This design comes from an exercise in tuning for small area, a short achievable clock period and few clock cycles per item on the open sky130 flow, not from production work. The RTL was checked by simulation tests, not by an equivalence proof against the original design.

==> flow/design.v (outline; a module is shown in full before it is edited, if it fits) <==
// module PixelSolver: 9505 lines
module PixelSolver (
  input               io_cmd_valid,
  output              io_cmd_ready,
  input      [27:0]   io_cmd_payload_x,
  input      [27:0]   io_cmd_payload_y,
  output              io_rsp_valid,
  input               io_rsp_ready,
  output     [5:0]    io_rsp_payload_iteration,
  input               clk,
  input               reset
);
  // ...
==> flow/flow/run.sh <==
#!/bin/bash
set -euo pipefail
RES="$PWD/orfs/results/sky130hd/PixelSolver/base"
bash standard.sh synth > standard_synth.log 2>&1
cp "$RES/1_2_yosys.v" "$RES/1_2_yosys.std.v"
python3 flow/polarity.py "$RES/1_2_yosys.std.v" "$RES/1_2_yosys.pol.v" > polarity.log 2>&1
sleep 1
cp "$RES/1_2_yosys.pol.v" "$RES/1_2_yosys.v"
touch "$RES/1_2_yosys.v"
bash standard.sh SETUP_SLACK_MARGIN=7.5 finish > standard_flow.log 2>&1
==> flow/flow/polarity.py <==
#!/usr/bin/env python3
"""Remove inverters around full adders in a Yosys gate netlist.

A full adder is self-dual: FA(~a, ~b, ~c) = ~FA(a, b, c) for both SUM and
COUT. Every sky130 fa cell may therefore be "flipped": its inputs are fed
the complements and its outputs then carry the complements. This script
collapses the netlist's inverters into (signal, phase) pairs, picks a flip
for every full adder that needs the fewest inverters (greedy passes), and
writes the netlist back with one inverter per signal that is still needed
in the opposite phase. The logic function of every register input and
output port is unchanged; no register is touched.

usage: polarity.py in.v out.v
"""
import re
import sys

OUTPINS = {'X', 'Y', 'Q', 'Q_N', 'SUM', 'COUT', 'HI', 'LO'}
INV_RE = re.compile(r'sky130_fd_sc_hd__(inv|clkinv)_\d+$')
FA_RE = re.compile(r'sky130_fd_sc_hd__fa_\d+$')
SWAP = {'sky130_fd_sc_hd__and2_1': ('sky130_fd_sc_hd__nand2_1', 2.5),
        'sky130_fd_sc_hd__or2_1': ('sky130_fd_sc_hd__nor2_1', 2.5),
        'sky130_fd_sc_hd__xor2_1': ('sky130_fd_sc_hd__xnor2_1', 0.0),
        'sky130_fd_sc_hd__xnor2_1': ('sky130_fd_sc_hd__xor2_1', 0.0),
        'sky130_fd_sc_hd__nand2_1': ('sky130_fd_sc_hd__and2_1', -2.5),
        'sky130_fd_sc_hd__nor2_1': ('sky130_fd_sc_hd__or2_1', -2.5)}
INV_AREA = 3.75

src = open(sys.argv[1]).read()
m = re.search(r'\bmodule\s+(\w+)\s*\((.*?)\);', src, re.S)
mod_start = m.end()
end_idx = src.rindex('endmodule')
body = src[mod_start:end_idx]

# ports
ports = set()
for d in re.finditer(r'^\s*(input|output|inout)\s+(\[[^\]]*\]\s*)?([^;]+);', body, re.M):
    for n in d.group(3).split(','):
        ports.add(n.strip())


def net_is_port(n):
    base = n.split('[')[0].strip().lstrip('\\').strip()
    return base in ports or n.strip() in ports


cell_re = re.compile(r'(\(\*[^*]*\*\)\s*)?(sky130_fd_sc_hd__\w+)\s+(\S+)\s*\((.*?)\);', re.S)
pin_re = re.compile(r'\.(\w+)\(\s*(.*?)\s*\)\s*(?:,|$)', re.S)

cells = []   # dict(type, name, pins{pin:net}, span)
for cm in cell_re.finditer(body):
    pins = {}
    for pm in pin_re.finditer(cm.group(4)):
        pins[pm.group(1)] = pm.group(2).strip()
    cells.append({'type': cm.group(2), 'name': cm.group(3), 'pins': pins,
                  'span': (cm.start(), cm.end())})


def norm(n):
    return n.strip()


def is_const(n):
    return re.fullmatch(r"1'[bh][01]", n) is not None


driver = {}
for i, c in enumerate(cells):
    for p, n in c['pins'].items():
        if p in OUTPINS:
            driver[norm(n)] = (i, p)

# collapsible inverters: output not a port
collapse = set()
for i, c in enumerate(cells):
    if INV_RE.match(c['type']) and not net_is_port(c['pins']['Y']):
        collapse.add(i)

memo = {}


def base_of(n):
    n = norm(n)
    if n in memo:
        return memo[n]
    d = driver.get(n)
    if d is not None and d[0] in collapse:
        b, p = base_of(cells[d[0]]['pins']['A'])
        r = (b, p ^ 1)
    else:
        r = (n, 0)
    memo[n] = r
    return r


fa = [i for i, c in enumerate(cells) if FA_RE.match(c['type'])]
fa_idx = {i: k for k, i in enumerate(fa)}
flip = [0] * len(fa)

# loads: (cell index, pin, base, parity)
loads = []
loads_of_base = {}
for i, c in enumerate(cells):
    if i in collapse:
        continue
    for p, n in c['pins'].items():
        if p in OUTPINS or is_const(n):
            continue
        b, par = base_of(n)
        k = len(loads)
        loads.append((i, p, b, par))
        loads_of_base.setdefault(b, []).append(k)
# port nets driven through collapsed inverters: the port itself is a load
# (only if a port net is driven by a collapsible inverter, which we excluded)

fa_out_bases = {}
for k, i in enumerate(fa):
    outs = []
    for p in ('SUM', 'COUT'):
        n = cells[i]['pins'].get(p)
        if n is not None:
            outs.append(norm(n))
    fa_out_bases[k] = outs
base_driver_fa = {}
for k, outs in fa_out_bases.items():
    for b in outs:
        base_driver_fa[b] = k
def outpin(c):
    return 'X' if 'X' in c['pins'] else 'Y'


sw = [i for i, c in enumerate(cells) if c['type'] in SWAP]
gain = [SWAP[cells[i]['type']][1] for i in sw]
gsw = [1 if g > 0 else 0 for g in gain]
base_driver_sw = {}
for k, i in enumerate(sw):
    base_driver_sw[norm(cells[i]['pins'][outpin(cells[i])])] = k


def produced(b):
    if b in base_driver_fa:
        return flip[base_driver_fa[b]]
    if b in base_driver_sw:
        return gsw[base_driver_sw[b]]
    return 0


def need(b):
    """does base b need an inverter under the current flips?"""
    prod = produced(b)
    for k in loads_of_base.get(b, ()):
        i, p, _, par = loads[k]
        f = flip[fa_idx[i]] if i in fa_idx else 0
        if par ^ f ^ prod:
            return True
    return False


def touched(k):
    i = fa[k]
    s = set(fa_out_bases[k])
    for p, n in cells[i]['pins'].items():
        if p not in OUTPINS and not is_const(n):
            s.add(base_of(n)[0])
    return s


def cost_all():
    return sum(1 for b in loads_of_base if need(b)) * INV_AREA - sum(g for g, s in zip(gain, gsw) if s)


before = cost_all()
for it in range(20):
    changed = 0
    for k in range(len(fa)):
        t = touched(k)
        c0 = sum(need(b) for b in t)
        flip[k] ^= 1
        c1 = sum(need(b) for b in t)
        if c1 < c0:
            changed += 1
        else:
            flip[k] ^= 1
    for k in range(len(sw)):
        b = norm(cells[sw[k]]['pins'][outpin(cells[sw[k]])])
        c0 = need(b) * INV_AREA - gsw[k] * gain[k]
        gsw[k] ^= 1
        c1 = need(b) * INV_AREA - gsw[k] * gain[k]
        if c1 < c0:
            changed += 1
        else:
            gsw[k] ^= 1
    if not changed:
        break
after = cost_all()
orig_inv = len(collapse)
print('inverters: %d collapsible in netlist; cost (um2) before %.0f, after %.0f; %d adders flipped, %d gates swapped for their complement'
      % (orig_inv, before, after, sum(flip), sum(gsw)), file=sys.stderr)

# rebuild
newinv = {}
extra_decl = []
extra_cells = []


def inv_net(b):
    if b not in newinv:
        nm = 'polinv_%d' % len(newinv)
        newinv[b] = nm
        extra_decl.append('  wire %s;' % nm)
        extra_cells.append('  sky130_fd_sc_hd__inv_1 %s_c (\n    .A(%s ),\n    .Y(%s )\n  );' % (nm, b, nm))
    return newinv[b]


newpins = {}
for k_, (i, p, b, par) in enumerate(loads):
    prod = produced(b)
    f = flip[fa_idx[i]] if i in fa_idx else 0
    r = par ^ f ^ prod
    newpins.setdefault(i, {})[p] = inv_net(b) if r else b
# constants on flipped adders
for k, i in enumerate(fa):
    if flip[k]:
        for p, n in cells[i]['pins'].items():
            if p not in OUTPINS and is_const(n):
                newpins.setdefault(i, {})[p] = "1'h1" if n.endswith('0') else "1'h0"

sw_idx = {i: k for k, i in enumerate(sw)}
out = []
pos = 0
for i, c in enumerate(cells):
    s, e = c['span']
    out.append(body[pos:s])
    pos = e
    if i in collapse:
        continue
    pins = dict(c['pins'])
    pins.update(newpins.get(i, {}))
    typ = c['type']
    if i in sw_idx and gsw[sw_idx[i]]:
        typ = SWAP[typ][0]
        o = outpin(c)
        pins = {(('Y' if o == 'X' else 'X') if p == o else p): n for p, n in pins.items()}
    txt = '%s %s (\n%s\n  );' % (typ, c['name'],
                                 ',\n'.join('    .%s(%s )' % (p, n) for p, n in pins.items()))
    out.append(txt)
out.append(body[pos:])
newbody = ''.join(out)
# declarations first, then cells
newsrc = src[:mod_start] + '\n' + '\n'.join(extra_decl) + newbody + '\n'.join(extra_cells) + '\n' + src[end_idx:]
open(sys.argv[2], 'w').write(newsrc)
==> flow/standard.sh <==
#!/bin/bash
# synth_recipe.tcl (not shown) runs the flow's synth.tcl, then flattens the netlist and writes it again
# the make line also repeats each setting of config.mk as NAME=value (left out here)
make -C /OpenROAD-flow-scripts/flow DESIGN_CONFIG=/design/flow/config.mk WORK_HOME=/design/flow/orfs CLKGATE_MAP_FILE= SYNTH_SCRIPT=/design/flow/synth_recipe.tcl "${@:-finish}"
==> flow/config.mk <==
export PLATFORM = sky130hd
export DESIGN_NAME = PixelSolver
export DESIGN_NICKNAME = PixelSolver
export VERILOG_FILES = /design/flow/design.v
export SDC_FILE = /design/flow/constraint.sdc
export NUM_CORES = 4
export LEC_CHECK = 0
export CAP_MARGIN = 20
export CORE_MARGIN = 2
export CORE_UTILIZATION = 40
export SLEW_MARGIN = 20
==> flow/constraint.sdc <==
create_clock -name core_clock -period 12.0 [get_ports {clk}]
set_input_delay 2.4000 -clock core_clock [delete_from_list [all_inputs] [get_ports {clk}]]
set_output_delay 2.4000 -clock core_clock [all_outputs]
set_load 0.01 [all_outputs]
==> out/results.env, run 1 <==
OUTCOME='timing/DRC/antenna clean'
ROUTED_WIRELENGTH_NORMALIZED_BY_INSTANCE_COUNT_UM=24.8
GRT-BUSIEST-LAYER='met2'
CTS_SETUP_BUFFERS=39
POST-ROUTE-DRC-COUNT=0
CP_MAX_FO=22
SETUP_TNS_NS=0
FLOW.AREA_GROWTH_FROM_SYNTHESIS_PCT=11.3
WL_UM=215000
POST_SYNTHESIS_CELL_COUNT=6455
MAXCAPVIOLATIONS=0
WORST-ENDPOINT-REQUIRED_NS=12.59
GRT_START_MAX_NET_PINS=85
AREA_SHARE_NONCLK_BUFFERS_PCT=3.85
HOLD_WS_NS=0.361
LARGEST_REGISTER_FFS=96
MAX_SLEW.WORST_PIN.SLEW_NS=1.18
RSZ_0062_RAISED_AFTER_GLOBAL_ROUTING='yes'
STARTPOINT_TYPE='flop'
HOLDCRITSTARTPOINT='v1'
CRIT_PATH_END_KIND='flop'
NFILLCELLS=15500
MIN_PATH_TYPE='flop to flop'
INSERTION_DELAY_NS=0.71
MAX-CLOCK-PATH-BUFFERS=3
MULTI_INPUT_COMB_AREA_UM2=48800
ROUTE.VIAS.TOTAL=48900
YOSYSWARNINGS=1
Testbench counts, summed over its fixed seeds: cycles 13,606, pixels 2,048.
==> inputs of run 2 (changes only) <==
--- a/flow/flow/run.sh
+++ b/flow/flow/run.sh
@@ -9,2 +9,2 @@
 touch "$RES/1_2_yosys.v"
-bash standard.sh SETUP_SLACK_MARGIN=7.5 finish > standard_flow.log 2>&1
+bash standard.sh SETUP_SLACK_MARGIN=7.75 finish > standard_flow.log 2>&1
==> run 2 against run 1 <==
Critical path type unchanged. Final cell count is 2.0% higher. Routed wire length is 4.2% higher. Critical endpoint unchanged. Still clean on timing, DRC and antenna. Largest cell class unchanged. Clock skew rose by 0.041 ns.
==> out/results.env, run 2 <==
ROUTE.VIAS.TOTAL=49900  # +2.2%
INSERTION_DELAY_NS=0.71  # about the same
DIE_WIDTH_UM=416
PLACED_AREA_UM2=70900
PLACEMENT.IO_BUFFERS=67
PLACE_WS_NS=6.49
LAYOUT_COMMONEST_CELL='fa_1'
GRT_START_MAX_NET_PINS=82  # -3.5%
CRIT-REG2REG-CAPTURE='xb[13]'
CLOCK_TREE_FROM_TRITONCTS='yes'
WORSTREG2REGSTART='py1[32]'
AREA_OF_THE_CORE_UM2=169000
FLOW.AREA_GROWTH_FROM_SYNTHESIS_PCT=16.1
CLOCK_TREE.HTREE_LEVEL_COUNT=3
WL_UM=223000  # +4.2%
DETAILEDROUTE.FIRSTITERATIONVIOLATIONS=4717
CTS.REPORTEDPATHS.CLKPINSLEW_NS=0.06
GLOBAL_ROUTE.USAGE.MET2_PCT=40.9
FLOP_TO_FLOP_SETUP_SLACK_NS=7.50
IO_PINS=68
MAXCAPVIOLATIONS=0  # unchanged
CLOCK_SKEW_NS=0.0801
GRT_PASS1_WL_UM=331000
AVGVIACOUNTPERCELL=5.66
LAYOUT_WORST_PATH_CYCLE_SHARE_PCT=37.5
SETUP_TNS_NS=0  # unchanged
NUM_ROWS=151
ROUTED_WIRELENGTH_NORMALIZED_BY_INSTANCE_COUNT_UM=25.3  # +2.1%
CP_DATA_ARRIVAL_TIME_NS=5.10
OUTCOME='timing/DRC/antenna clean'
GLOBAL_ROUTE.USAGE.MET1_PCT=32.5
MAX_SLEW.WORST_PIN.SLEW_NS=1.14  # -0.0418 ns
MAX-CLOCK-PATH-BUFFERS=3  # unchanged
LOGIC_DEPTH_OF_THE_WORST_REGISTER_TO_REGISTER_PATH=20
TOP_REGISTER='rb'
CRIT_PATH_END_KIND='flop'
SYNTHESIS.NETS=8130
HOLDPATHSTAGES=0
WORST-SETUP-PATH-TYPE='flop to flop'
FLOORPLAN.INITIALDENSITY_PCT=40.2
POST_SYNTHESIS_CELL_COUNT=6455  # unchanged
GLOBALROUTEOVERFLOWTOTAL=0
YOSYSWARNINGS=1  # unchanged
FINAL_CELLS=8823
SLEW-LIMIT-HEADROOM_PCT=24.3
CRITICAL_PATH.STARTPOINT='py1[32]'
TIMING.FINAL.CRIT_PERIOD_NS=4.50
ROUTABILITYCONGESTION=0.929
HOLD_VIOL_FINAL=0
FINAL_CELL_AREA_UM2=79000
DRT_PASS_1_ITERS=7
GRT_ANTENNA_BEFORE_REPAIR=12
GRT-BUSIEST-LAYER='met2'
LAYOUT_CELL_SHARE_WITH_DRIVE_STRENGTH_BEYOND_1_PCT=13.4
PLACED_CELLS_INCL_TAPS=8421
RSZ_0062_RAISED_AFTER_GLOBAL_ROUTING='yes'
LAYOUT.NETS=8210
DIE_HEIGHT_UM=416
FINALWORSTSETUPSLACK_NS=7.50
SETUP-VIOLATIONS-FINAL=0
CLOCK_TREE.ROOT_CELL='clkbuf_16'
POST-ROUTE-DRC-COUNT=0  # unchanged
GR-USAGE-ALL-LAYERS_PCT=25.2
CTS_HOLD_BUF=0
AVGSYNTHCELLAREA_UM2=10.5
FP.DIEAREA_UM2=173000
CRIT_END='xb[13]'
CTS_MADE_BUFFERS=81
CLOCK-SINKS=702
FINAL_ANT_VIOL_NETS=0
MIN_PATH_TYPE='flop to flop'
LARGEST_REGISTER_FFS=96  # unchanged
LAYOUT_COMMON_CELLS='fa_1, nand2_1, inv_1'
REG_TOP3='rb (96), pm1 (47)'
STARTPOINT_TYPE='flop'
CP_MAX_FO=3  # -86%
DETAILEDPLACEMENTHPWL_UM=147000
FMAX_MHz=222
TIMING_MAX_TRANSITION_VIOLATIONS_FINAL=0
WORST-ENDPOINT-REQUIRED_NS=12.60  # about the same
SYNTHESIS.AREA_UM2=68000
VIA_COUNT_OF_THE_FIRST_GLOBAL_ROUTING_PASS=52900
POSTLAYOUTCOREUTIL_PCT=46.7
GROUTE.LAYER.MET3.USAGE_PCT=5.65
run 2: what timing repair did:
action | 4_1_cts | 5_1_grt
setup buffers | 88 | 104
pin swaps | 42 | 113
setup endpoints to repair | 310 | 228
resized for setup | 292 | 273
cloned | 23 | 33
run 2: metrics by stage:
| stage | hold WS, ns |
|---|---|
| after CTS | 0.353 |
| after global routing | 0.351 |
| after global placement | 0.338 |
| after floorplan | 0.329 |
| after detailed placement | 0.337 |
| final | 0.350 |
run 2: worst max-delay path, cell delays in order, from the launching register on:
cell        delay [ns]
dfxtp_1           0.36
inv_1             0.08
fa_1              0.53
inv_1             0.06
fa_1              0.53
inv_1             0.05
ha_1              0.22
or4_4             0.51
nor2_1            0.10
nand2_1           0.06
and4b_2           0.28
buf_4             0.14
a21boi_2          0.14
a41oi_2           0.07
a31oi_4           0.24
buf_12            0.17
clkinvlp_4        0.12
buf_12            0.15
buf_12            0.12
or3_4             0.36
o21a_1            0.11
run 2: layout make-up:
cell class,instances,area (um^2)
multi-input combinational,4647,49600
clock inverter,48,520
sequential,702,15900
antenna,2,5.00
timing repair inverter,1,8.76
clock buffer,103,2250
timing repair buffer,426,5360
inverter,676,2600
tap,2218,2780
fill,15300,90100
run 2: metal layers:
metal	up-vias	part of all wire, %
li1	21300	-
met1	25600	39
met2	2475	46
met3	589	9.6
met4	4	5.0
met5	-	0.011
run 2: worst min path at each step:
stage	startpoint	to
2_1_floorplan	tg2[1]	tg1[1]
5_1_grt	x02[19]	x01[19]
6_report	x02[19]	x01[19]
3_3_place_gp	v1	v2
3_5_place_dp	v1	v2
4_1_cts	x02[22]	x01[22]
==> inputs of run 3 (changes only) <==
--- a/flow/flow/run.sh
+++ b/flow/flow/run.sh
@@ -9,2 +9,2 @@
 touch "$RES/1_2_yosys.v"
-bash standard.sh SETUP_SLACK_MARGIN=7.75 finish > standard_flow.log 2>&1
+bash standard.sh SETUP_SLACK_MARGIN=7.4 finish > standard_flow.log 2>&1
==> run 3 against run 2 <==
Count of clock-buffer cells in the layout rose by 3. Flip-flop and latch count did not move. Clock skew fell by 0.043 ns. Register-to-register slack got worse by 0.02 ns. Worst setup slack got worse by 0.024 ns. Maximum frequency fell by 0.54%. Sequential share of layout area rose by 0.87 points. Critical endpoint is now pm2[33]. Largest cell class unchanged. Highest routed layer unchanged.
==> out/results.env, run 3 <==
OUTCOME='timing/DRC/antenna clean'
FLOORPLAN.INITIALDENSITY_PCT=40.2  # unchanged
WORST-SETUP-PATH-TYPE='flop to flop'
FP.DIEAREA_UM2=173000  # unchanged
ROUTED_WIRELENGTH_NORMALIZED_BY_INSTANCE_COUNT_UM=24.9  # -1.8%
GRT_ANTENNA_BEFORE_REPAIR=6  # -6
TIMING.FINAL.CRIT_PERIOD_NS=4.53  # +0.0243 ns
TIMING_MAX_TRANSITION_VIOLATIONS_FINAL=0  # unchanged
CLOCK_TREE_FROM_TRITONCTS='yes'
YOSYSWARNINGS=1  # unchanged
CP_DATA_ARRIVAL_TIME_NS=5.13  # +0.03 ns
LAYOUT_COMMONEST_CELL='fa_1'
NUM_ROWS=151  # unchanged
CP_MAX_FO=47  # +44
NFILLCELLS=15700  # +2.5%
DIE_WIDTH_UM=416  # unchanged
CTS_MADE_BUFFERS=85  # +4.9%
CTS_HOLD_BUF=0  # unchanged
GR-USAGE-ALL-LAYERS_PCT=24.7  # -0.41 points
POST-ROUTE-DRC-COUNT=0  # unchanged
SYNTHESIS.AREA_UM2=68000  # unchanged
CLOCK_TREE.HTREE_LEVEL_COUNT=3  # unchanged
AREA_OF_THE_CORE_UM2=169000  # unchanged
ROUTABILITYCONGESTION=0.927  # -0.22%
LAYOUT_WORST_PATH_CYCLE_SHARE_PCT=37.7  # +0.20 points
IO_PINS=68  # unchanged
AVGSYNTHCELLAREA_UM2=10.5  # unchanged
MIN_PATH_TYPE='flop to flop'
DETAILEDPLACEMENTHPWL_UM=147000  # -0.21%
WORST-ENDPOINT-REQUIRED_NS=12.60  # about the same
CLOCK_TREE.ROOT_CELL='clkbuf_16'
VIA_COUNT_OF_THE_FIRST_GLOBAL_ROUTING_PASS=51900  # -2.0%
LAYOUT.NETS=8038  # -2.1%
POST_SYNTHESIS_CELL_COUNT=6455  # unchanged
AVGVIACOUNTPERCELL=5.64  # -0.34%
FLOW.AREA_GROWTH_FROM_SYNTHESIS_PCT=10.9
MAX-CLOCK-PATH-BUFFERS=3  # unchanged
TOP_REGISTER='rb'
MAXCAPVIOLATIONS=0  # unchanged
STARTPOINT_TYPE='flop'
LARGEST_REGISTER_FFS=96  # unchanged
DIE_HEIGHT_UM=416  # unchanged
SETUP-VIOLATIONS-FINAL=0  # unchanged
LAYOUT_COMMON_CELLS='fa_1, nand2_1, inv_1'
LAYOUT_CELL_SHARE_WITH_DRIVE_STRENGTH_BEYOND_1_PCT=8.59  # -4.8 points
GLOBALROUTEOVERFLOWTOTAL=0  # unchanged
SYNTHESIS.NETS=8130  # unchanged
RSZ_0062_RAISED_AFTER_GLOBAL_ROUTING='yes'
CLOCK-SINKS=702  # unchanged
HOLD_VIOL_FINAL=0  # unchanged
SLEW-LIMIT-HEADROOM_PCT=16.5  # -7.8 points
CLOCK_SKEW_NS=0.0367  # -0.0434 ns
CTS.REPORTEDPATHS.CLKPINSLEW_NS=0.07  # about the same
SETUP_TNS_NS=0  # unchanged
GRT_START_MAX_NET_PINS=82  # unchanged
FINAL_ANT_VIOL_NETS=0  # unchanged
CRIT_PATH_END_KIND='flop'
DETAILEDROUTE.FIRSTITERATIONVIOLATIONS=4300  # -8.8%
PLACEMENT.IO_BUFFERS=67  # unchanged
GRT_PASS1_WL_UM=325000  # -1.7%
HOLD_WS_NS=0.362  # +0.0119 ns
MAX_SLEW.WORST_PIN.SLEW_NS=1.24  # +0.107 ns
ROUTE.VIAS.TOTAL=48800  # -2.3%
FMAX_MHz=221  # -0.54%
WL_UM=215000  # -3.7%
REG_TOP3='rb (96), pm1 (47)'
INSERTION_DELAY_NS=0.71  # about the same
DRT_PASS_1_ITERS=7  # unchanged
ANTENNA_CELLS_INSERTED=0  # -2
run 3: path summary, 6_finish.rpt:
check | start | end | slack, ns | cells past startpoint
min in group asynchronous | reset | o_v | 2.15 | 3
max in group asynchronous | reset | b_v | 9.52 | 3
setup / recovery | y[15] | pm2[33] | 7.47 | 12
hold / removal | y02[27] | y01[27] | 0.36 | 0
hold reg to reg | y02[27] | y01[27] | 0.36 | 0
setup reg to reg | y[15] | pm2[33] | 7.47 | 12
run 3: area by class of cell:
class / instances / area (um^2) / area share (%)
Clock buffer: 106 / 2340 / 3.10
Clock inverter: 52 / 534 / 0.708
Inverter: 676 / 2560 / 3.39
Multi-Input combinational cell: 4643 / 48600 / 64.3
Sequential cell: 702 / 15900 / 21.0
Tap cell: 2218 / 2780 / 3.68
Timing Repair Buffer: 254 / 2840 / 3.76
Timing Repair inverter: 1 / 5.00 / 0.00663
run 3: what timing repair did:
item,in CTS,in global routing
gates resized for setup,88,110
cloned,13,7
pin swaps,17,25
buffers inserted,35,22
endpoints found under the setup margin,278,228
run 3: worst max-delay path, cell delays in order, from the launching register on:
cell and delay (ns):
dfxtp_4 0.40, buf_16 0.27, ha_1 0.35, inv_1 0.15, buf_12 0.24, o22ai_1 0.14, xnor2_1 0.19, fa_1 0.60
fa_1 0.45, fa_1 0.55, fa_1 0.45, fa_1 0.51, inv_1 0.04
run 3: metal layers:
layer / routed length [um] / global-route usage, % / vias to the layer above
li1: - / - / 20900
met1: 89100 / 33.4 / 25200
met2: 99600 / 39.6 / 2245
met3: 18400 / 4.85 / 428
met4: 8110 / 8.67 / 2
met5: 18 / 0 / -
run 3: stage by stage:
step	worst slack, ns	utilization [%]	cell area (um^2)	std cells
after detailed placement	6.18	41.9	70800	8416
after CTS	7.32	44.2	74700	8622
final	7.47	44.6	75500	8652
after global routing	7.33	44.6	75500	8652
after floorplan	7.46	-	68000	6455
after global placement	6.24	41.9	70800	8416

[what the ideal ports hide]
The results above use ideal ports. As a check the final layouts listed here were re-extracted and re-timed, cells and wires unchanged. Step 1 assumes that a clkbuf_16 drives the clock port and a buf_2 every other input. Step 2, shift: input delay + t, output delay - t, t = (earliest + latest rising clock arrival at the registers) / 2. This alone moves slack from input paths to output paths. Three values: ideal ports, drivers, drivers and shift; two values: the first two.
run	shift t [ns]	setup WS [ns]	latest minus earliest clock arrival (ns)	slew at the worst register clock pin (ns)
run 1	0.768	7.495 / 7.495 / 7.161	0.039 / 0.039	0.08 / 0.08
run 2	0.754	7.495 / 7.495 / 7.495	0.080 / 0.080	0.07 / 0.07
run 3	0.770	7.471 / 7.432 / 7.081	0.039 / 0.039	0.07 / 0.07
After both steps every run listed still meets setup and hold. For run 3, which loses most, drivers alone change the setup slack by -0.039 ns; drivers and shift together by -0.390 ns.
